This design comes from an exercise in tuning for small area and a short achievable clock period on the open sky130 flow, not from production work.
Function was checked by simulation only, so behaviour that the tests miss may differ from the original.
Power is estimated from default activity; no workload was simulated.

== alpha ==
==> flow/design.v <==
module ahblite_interconnect
    (
    clk        ,
    rst        ,
    haddr_i    ,
    hwrite_i   ,
    htrans_i   ,
    hsize_i    ,
    hburst_i   ,
    hwdata_i   ,
    hmastlock_i,
    hprot_i    ,
    hreadyout_o,
    hresp_o    ,
    hrdata_o   ,
    hsel_o     ,
    haddr_o    ,
    hwrite_o   ,
    htrans_o   ,
    hsize_o    ,
    hburst_o   ,
    hwdata_o   ,
    hready_o   ,
    hmastlock_o,
    hprot_o    ,
    hreadyout_i,
    hresp_i    ,
    hrdata_i
    );
parameter AHB_AW  = 32;
parameter AHB_DW  = 32;
parameter SLV_NUM = 8;
parameter MST_NUM = 4;
input logic                              clk;
input logic                              rst;
input logic [MST_NUM-1:0][AHB_AW-1:0]    haddr_i;
input logic [MST_NUM-1:0]                hwrite_i;
input logic [MST_NUM-1:0][1:0]           htrans_i;
input logic [MST_NUM-1:0][2:0]           hsize_i;
input logic [MST_NUM-1:0][2:0]           hburst_i;
input logic [MST_NUM-1:0][3:0]           hprot_i;
input logic [MST_NUM-1:0][AHB_DW-1:0]    hwdata_i;
input logic [MST_NUM-1:0]                hmastlock_i;
output logic [MST_NUM-1:0]               hreadyout_o;
output logic [MST_NUM-1:0]               hresp_o;
output logic [MST_NUM-1:0][AHB_DW-1:0]   hrdata_o;
output logic [SLV_NUM-1:0]               hsel_o;
output logic [SLV_NUM-1:0][AHB_AW-1:0]   haddr_o;
output logic [SLV_NUM-1:0]               hwrite_o;
output logic [SLV_NUM-1:0][1:0]          htrans_o;
output logic [SLV_NUM-1:0][2:0]          hsize_o;
output logic [SLV_NUM-1:0][2:0]          hburst_o;
output logic [SLV_NUM-1:0][3:0]          hprot_o;
output logic [SLV_NUM-1:0][AHB_DW-1:0]   hwdata_o;
output logic [SLV_NUM-1:0]               hready_o;
output logic [SLV_NUM-1:0]               hmastlock_o;
input logic [SLV_NUM-1:0]                hreadyout_i;
input logic [SLV_NUM-1:0]                hresp_i;
input logic [SLV_NUM-1:0][AHB_DW-1:0]    hrdata_i;
logic [MST_NUM-1:0][AHB_AW-1:0]          m_addr;
logic [MST_NUM-1:0][AHB_DW-1:0]          m_wdata;
logic [MST_NUM-1:0]                      m_write;
logic [MST_NUM-1:0]                      m_lock;
logic [MST_NUM-1:0][1:0]                 m_trans;
logic [MST_NUM-1:0][2:0]                 m_size;
logic [MST_NUM-1:0][2:0]                 m_burst;
logic [MST_NUM-1:0][3:0]                 m_prot;
logic [MST_NUM-1:0][SLV_NUM-1:0]         req;        
logic [MST_NUM-1:0][SLV_NUM-1:0]         rdy_sel;
logic [MST_NUM-1:0]                      any_grant;  
logic [SLV_NUM-1:0]                      st_arb;     
logic [SLV_NUM-1:0]                      st_acc;     
logic [SLV_NUM-1:0][1:0]                 cur_mst;
logic [SLV_NUM-1:0][MST_NUM-1:0]         grant;      
logic [SLV_NUM-1:0][MST_NUM-1:0]         grant1;     
logic [SLV_NUM-1:0][4:0]                 burst_cnt;
logic [SLV_NUM-1:0][AHB_AW-1:0]          gen_haddr;
logic [MST_NUM-1:0][SLV_NUM-1:0]         s_req;      
logic [MST_NUM-1:0]                      non_seq;
logic [SLV_NUM-1:0]                      slv_hready;
logic [SLV_NUM-1:0]                      clr_cnt;
logic [SLV_NUM-1:0][MST_NUM-1:0]         nxt_grant;
logic [SLV_NUM-1:0][MST_NUM-1:0]         nxt_grant1;
genvar m, s;
generate
for (m = 0; m < MST_NUM; m = m + 1) begin : g_mst
    logic [SLV_NUM-1:0] gm;         
    logic [SLV_NUM-1:0] ngm;        
    logic [SLV_NUM-1:0] nfirst;     
    logic [SLV_NUM-1:0] nxt_req;
    logic               nxt_write;
    logic [AHB_DW-1:0]  rdata;
    logic               resp;
    for (s = 0; s < SLV_NUM; s = s + 1) begin : g_gm
        assign gm[s]  = grant[s][m];
        assign ngm[s] = nxt_grant[s][m];
        if (s == 0) begin : g_f0
            assign nfirst[s] = ngm[s];
        end else begin : g_fn
            assign nfirst[s] = ngm[s] & ~(|ngm[s-1:0]);
        end
        assign s_req[m][s] = req[m][s] |
                             ((haddr_i[m][31:16] == s) & non_seq[m]);
    end
    assign hreadyout_o[m] = (|(rdy_sel[m] & hreadyout_i)) | ~(any_grant[m] | (|req[m]));
    assign non_seq[m]     = (htrans_i[m] == 2'b10) & hreadyout_o[m];
    assign nxt_req        = s_req[m] & ~gm;
    assign nxt_write      = hreadyout_o[m] ? hwrite_i[m] : m_write[m];
    always_comb begin
        rdata = '0;
        resp  = 1'b0;
        for (int i = 0; i < SLV_NUM; i++) begin
            rdata = rdata | ({AHB_DW{gm[i]}} & hrdata_i[i]);
            resp  = resp  | (gm[i] & hresp_i[i]);
        end
    end
    assign hrdata_o[m] = rdata;
    assign hresp_o[m]  = resp;
    always_ff @(posedge clk) begin
        if (rst) begin
            req[m]      <= '0;
            rdy_sel[m]   <= '0;
            any_grant[m] <= 1'b0;
        end else begin
            req[m]      <= nxt_req;
            rdy_sel[m]   <= nfirst & ({SLV_NUM{nxt_write}} | ~st_arb);
            any_grant[m] <= |ngm;
        end
    end
    always_ff @(posedge clk) begin
        if (hreadyout_o[m]) begin
            m_addr[m]  <= haddr_i[m];
            m_wdata[m] <= hwdata_i[m];
            m_write[m] <= hwrite_i[m];
            m_lock[m]  <= hmastlock_i[m];
            m_trans[m] <= htrans_i[m];
            m_size[m]  <= hsize_i[m];
            m_burst[m] <= hburst_i[m];
            m_prot[m]  <= hprot_i[m];
        end
    end
end
endgenerate
generate
for (s = 0; s < SLV_NUM; s = s + 1) begin : g_slv
    logic [MST_NUM-1:0] gs;
    logic [MST_NUM-1:0] r;
    logic [1:0]         rr_mst;
    logic [MST_NUM-1:0] rr_dec;
    logic [2:0]         btype;
    logic               cnt_eq;
    logic               has_req;
    logic [AHB_AW-1:0]  maddr;
    logic               hwr;
    logic [1:0]         htr;
    logic [2:0]         hsz;
    logic               hml;
    logic [3:0]         hpr;
    logic [AHB_DW-1:0]  hwd;
    logic [AHB_AW-1:0]  addr;
    for (m = 0; m < MST_NUM; m = m + 1) begin : g_gs
        assign r[m] = s_req[m][s];
    end
    assign gs = grant[s];
    always_comb begin
        maddr = '0; hwr = 1'b0; htr = '0; hsz = '0; hml = 1'b0; hpr = '0;
        hwd = '0; btype = '0;
        for (int i = 0; i < MST_NUM; i++) begin
            maddr = maddr | ({AHB_AW{grant1[s][i]}} & m_addr[i]);
            hwd   = hwd   | ({AHB_DW{gs[i]}} & m_wdata[i]);
            hwr   = hwr   | (gs[i] & m_write[i]);
            hml   = hml   | (gs[i] & m_lock[i]);
            htr   = htr   | ({2{gs[i]}} & m_trans[i]);
            hsz   = hsz   | ({3{gs[i]}} & m_size[i]);
            btype = btype | ({3{gs[i]}} & m_burst[i]);
            hpr   = hpr   | ({4{gs[i]}} & m_prot[i]);
        end
    end
    always_comb begin
        case (cur_mst[s])
        2'd0:    rr_mst = r[1] ? 2'd1 : r[2] ? 2'd2 : r[3] ? 2'd3 : 2'd0;
        2'd1:    rr_mst = r[2] ? 2'd2 : r[3] ? 2'd3 : r[0] ? 2'd0 : 2'd1;
        2'd2:    rr_mst = r[3] ? 2'd3 : r[0] ? 2'd0 : r[1] ? 2'd1 : 2'd2;
        default: rr_mst = r[0] ? 2'd0 : r[1] ? 2'd1 : r[2] ? 2'd2 : 2'd3;
        endcase
    end
    assign rr_dec = 4'b0001 << rr_mst;
    always_comb begin
        case (btype)
        3'b000:         cnt_eq = (burst_cnt[s] == 5'd1);
        3'b001:         cnt_eq = (burst_cnt[s] == 5'd0);
        3'b010, 3'b011: cnt_eq = (burst_cnt[s] == 5'd4);
        3'b100, 3'b101: cnt_eq = (burst_cnt[s] == 5'd8);
        default:        cnt_eq = (burst_cnt[s] == 5'd16);
        endcase
    end
    assign has_req       = |r;
    assign slv_hready[s] = |(gs & hreadyout_o);
    assign clr_cnt[s]    = cnt_eq & slv_hready[s];
    assign nxt_grant[s]  = rst        ? '0 :
                           st_arb[s]  ? rr_dec :
                           clr_cnt[s] ? '0 : gs;
    assign nxt_grant1[s] = (rst | ~st_arb[s]) ? '0 : rr_dec;
    assign addr = maddr | gen_haddr[s];
    always_ff @(posedge clk) begin
        grant[s]  <= nxt_grant[s];
        grant1[s] <= nxt_grant1[s];
        if (rst) begin
            st_arb[s]    <= 1'b0;
            st_acc[s]    <= 1'b0;
            cur_mst[s]   <= 2'd0;
            burst_cnt[s] <= 5'd0;
        end else begin
            st_arb[s]   <= has_req & ((~st_arb[s] & ~st_acc[s]) | (st_acc[s] & clr_cnt[s]));
            st_acc[s]   <= st_arb[s] | (st_acc[s] & ~clr_cnt[s]);
            if (st_arb[s])
                cur_mst[s] <= rr_mst;
            if (clr_cnt[s])
                burst_cnt[s] <= 5'd0;
            else if (slv_hready[s])
                burst_cnt[s] <= burst_cnt[s] + 5'd1;
        end
    end
    always_ff @(posedge clk) begin
        if (rst | ~hready_o[s])
            gen_haddr[s] <= '0;
        else
            gen_haddr[s] <= addr + 32'd4;
    end
    assign hsel_o[s]      = st_arb[s] | st_acc[s];
    assign hready_o[s]    = hreadyout_i[s] & st_acc[s];
    assign haddr_o[s]     = addr;
    assign hwrite_o[s]    = hwr;
    assign htrans_o[s]    = htr;
    assign hsize_o[s]     = hsz;
    assign hburst_o[s]    = btype;
    assign hwdata_o[s]    = hwd;
    assign hmastlock_o[s] = hml;
    assign hprot_o[s]     = hpr;
end
endgenerate
endmodule
==> flow/config.mk <==
export PLATFORM = sky130hd
export DESIGN_NAME = ahblite_interconnect
export DESIGN_NICKNAME = ahblite_interconnect
export VERILOG_FILES = /design/flow/design.v
export SDC_FILE = /design/flow/constraint.sdc
export NUM_CORES = 4
export LEC_CHECK = 0
export ABC_CLOCK_PERIOD_IN_PS = 3500
export CAP_MARGIN = 20
export CORE_AREA = 5 5 385 385
export CTS_CLUSTER_DIAMETER = 150
export CTS_CLUSTER_SIZE = 20
export DIE_AREA = 0 0 390 390
export SETUP_SLACK_MARGIN = 1.8
export SLEW_MARGIN = 20
==> flow/constraint.sdc <==
create_clock -name core_clock -period 5.5 [get_ports {clk}]
set_input_delay 1.1000 -clock core_clock [delete_from_list [all_inputs] [get_ports {clk}]]
set_output_delay 1.1000 -clock core_clock [all_outputs]
set_load 0.01 [all_outputs]
standard.sh (not shown) runs the stock make flow with config.mk's settings and CLKGATE_MAP_FILE= SYNTH_SCRIPT=/design/flow/synth_recipe.tcl, a recipe that flattens the netlist after the stock synthesis.
==> flow/flow/run.sh <==
#!/bin/bash
set -euo pipefail
bash standard.sh "BUFFER_PORTS_ARGS=-buffer_cell sky130_fd_sc_hd__buf_1" finish > flow_make.log 2>&1
No stage failed in alpha, and the final checks on the layout all came back clean.
The following lists how beta was set up differently from alpha:
diff --git a/flow/design.v b/flow/design.v
--- a/flow/design.v
+++ b/flow/design.v
@@ -68,5 +68,4 @@
 logic [MST_NUM-1:0][SLV_NUM-1:0]         req;        
 logic [MST_NUM-1:0][SLV_NUM-1:0]         rdy_sel;
-logic [MST_NUM-1:0]                      any_grant;  
 logic [SLV_NUM-1:0]                      st_arb;     
 logic [SLV_NUM-1:0]                      st_acc;     
@@ -103,5 +102,5 @@
                              ((haddr_i[m][31:16] == s) & non_seq[m]);
     end
-    assign hreadyout_o[m] = (|(rdy_sel[m] & hreadyout_i)) | ~(any_grant[m] | (|req[m]));
+    assign hreadyout_o[m] = (|(rdy_sel[m] & hreadyout_i)) | ~((|gm) | (|req[m]));
     assign non_seq[m]     = (htrans_i[m] == 2'b10) & hreadyout_o[m];
     assign nxt_req        = s_req[m] & ~gm;
@@ -120,10 +119,8 @@
         if (rst) begin
             req[m]      <= '0;
-            rdy_sel[m]   <= '0;
-            any_grant[m] <= 1'b0;
+            rdy_sel[m]  <= '0;
         end else begin
             req[m]      <= nxt_req;
-            rdy_sel[m]   <= nfirst & ({SLV_NUM{nxt_write}} | ~st_arb);
-            any_grant[m] <= |ngm;
+            rdy_sel[m]  <= nfirst & ({SLV_NUM{nxt_write}} | ~st_arb);
         end
     end
Results
- Combinational share of power: beta and alpha compared, higher one is alpha
- Looking at highest cell delay on the worst timing path, beta sits 0.11 ns above alpha.
- beta — cell count 83 lower, alpha as reference
- Higher number of clock sinks seen by CTS among beta and alpha: alpha
- On adder-cell area share of the yosys netlist, beta tracks alpha almost exactly.
- Relative to alpha, combinational power has decreased by about 9% in beta.

## rev 12
RTL: the design.v shown in full above, as it stands there.
==> flow/config.mk <==
export PLATFORM = sky130hd
export DESIGN_NAME = ahblite_interconnect
export DESIGN_NICKNAME = ahblite_interconnect
export VERILOG_FILES = /design/flow/design.v
export SDC_FILE = /design/flow/constraint.sdc
export NUM_CORES = 4
export LEC_CHECK = 0
export ABC_CLOCK_PERIOD_IN_PS = 3500
export CAP_MARGIN = 20
export CORE_AREA = 5 5 415 415
export CTS_CLUSTER_DIAMETER = 150
export CTS_CLUSTER_SIZE = 20
export DIE_AREA = 0 0 420 420
export SETUP_SLACK_MARGIN = 1.8
export SLEW_MARGIN = 20
==> flow/constraint.sdc <==
create_clock -name core_clock -period 5.5 [get_ports {clk}]
set_input_delay 1.1000 -clock core_clock [delete_from_list [all_inputs] [get_ports {clk}]]
set_output_delay 1.1000 -clock core_clock [all_outputs]
set_load 0.01 [all_outputs]
Scripts as last shown in full above: flow/flow/run.sh
Setup changes, rev 12 to rev 13
--- a/flow/design.v
+++ b/flow/design.v
@@ -66,9 +66,8 @@
 logic [MST_NUM-1:0][2:0]                 m_burst;
 logic [MST_NUM-1:0][3:0]                 m_prot;
 logic [MST_NUM-1:0][SLV_NUM-1:0]         req;        
 logic [MST_NUM-1:0][SLV_NUM-1:0]         rdy_sel;
-logic [MST_NUM-1:0]                      any_grant;  
 logic [SLV_NUM-1:0]                      st_arb;     
 logic [SLV_NUM-1:0]                      st_acc;     
 logic [SLV_NUM-1:0][1:0]                 cur_mst;
 logic [SLV_NUM-1:0][MST_NUM-1:0]         grant;      
@@ -101,9 +100,9 @@
         end
         assign s_req[m][s] = req[m][s] |
                              ((haddr_i[m][31:16] == s) & non_seq[m]);
     end
-    assign hreadyout_o[m] = (|(rdy_sel[m] & hreadyout_i)) | ~(any_grant[m] | (|req[m]));
+    assign hreadyout_o[m] = (|(rdy_sel[m] & hreadyout_i)) | ~((|gm) | (|req[m]));
     assign non_seq[m]     = (htrans_i[m] == 2'b10) & hreadyout_o[m];
     assign nxt_req        = s_req[m] & ~gm;
     assign nxt_write      = hreadyout_o[m] ? hwrite_i[m] : m_write[m];
     always_comb begin
@@ -118,14 +117,12 @@
     assign hresp_o[m]  = resp;
     always_ff @(posedge clk) begin
         if (rst) begin
             req[m]      <= '0;
-            rdy_sel[m]   <= '0;
-            any_grant[m] <= 1'b0;
+            rdy_sel[m]  <= '0;
         end else begin
             req[m]      <= nxt_req;
-            rdy_sel[m]   <= nfirst & ({SLV_NUM{nxt_write}} | ~st_arb);
-            any_grant[m] <= |ngm;
+            rdy_sel[m]  <= nfirst & ({SLV_NUM{nxt_write}} | ~st_arb);
         end
     end
     always_ff @(posedge clk) begin
         if (hreadyout_o[m]) begin
## What came out
Between rev 12 and rev 13, the multiplexer share of the synthesized area does not differ in any meaningful way.
Clock power share for rev 13 is lower than for rev 12.
Diff rev 12 -> rev 13: sequential share of layout area moved up; sequential cell count moved down; layout-stage area growth over the synthesis result moved down; via count moved up.
Delta (rev 13 minus rev 12): worst slack at placement dropped 36 ps; final critical-path required period dropped 23 ps.
Rev 13 reports its capture point of the worst path as hrdata_o[29] while rev 12 reports any_grant[0]$_SDFF_PP0_.

==> static timing again, ports no longer ideal <==
Ports are ideal in the flow. The routed layouts listed here were re-timed in OpenROAD. Step 1, drivers: a clkbuf_16 drives clk and a buf_2 each remaining input, both assumed. Step 2 moves the port delays by t, midway between the first and last clock arrival at a register: inputs arrive t later, outputs are due t later. That takes back most of the time a late clock gives input paths. Slacks: ideal ports / drivers / drivers and shift; pairs: ideal ports / drivers.
| run | shift t [ns] | slack for setup (ns) | hold WS [ns] | worst data-port slew with drivers (ns) | pins driven straight from the clock port |
|---|---|---|---|---|---|
| alpha | 0.782 | 1.661 / 1.613 / 0.929 | 0.517 / 0.477 / 0.517 | 0.37 | 1 |
| beta | 0.775 | 1.696 / 1.610 / 1.139 | 0.511 / 0.485 / 0.511 | 0.28 | 1 |
| rev 12 | 0.768 | 1.649 / 1.635 / 0.993 | 0.515 / 0.453 / 0.516 | 0.43 | 1 |
| rev 13 | 0.773 | 1.672 / 1.582 / 1.106 | 0.513 / 0.470 / 0.513 | 0.41 | 1 |
After both steps every run listed still meets setup and hold. The setup slack of alpha, which loses most, moves by -0.048 ns with the drivers and by -0.732 ns with both steps.
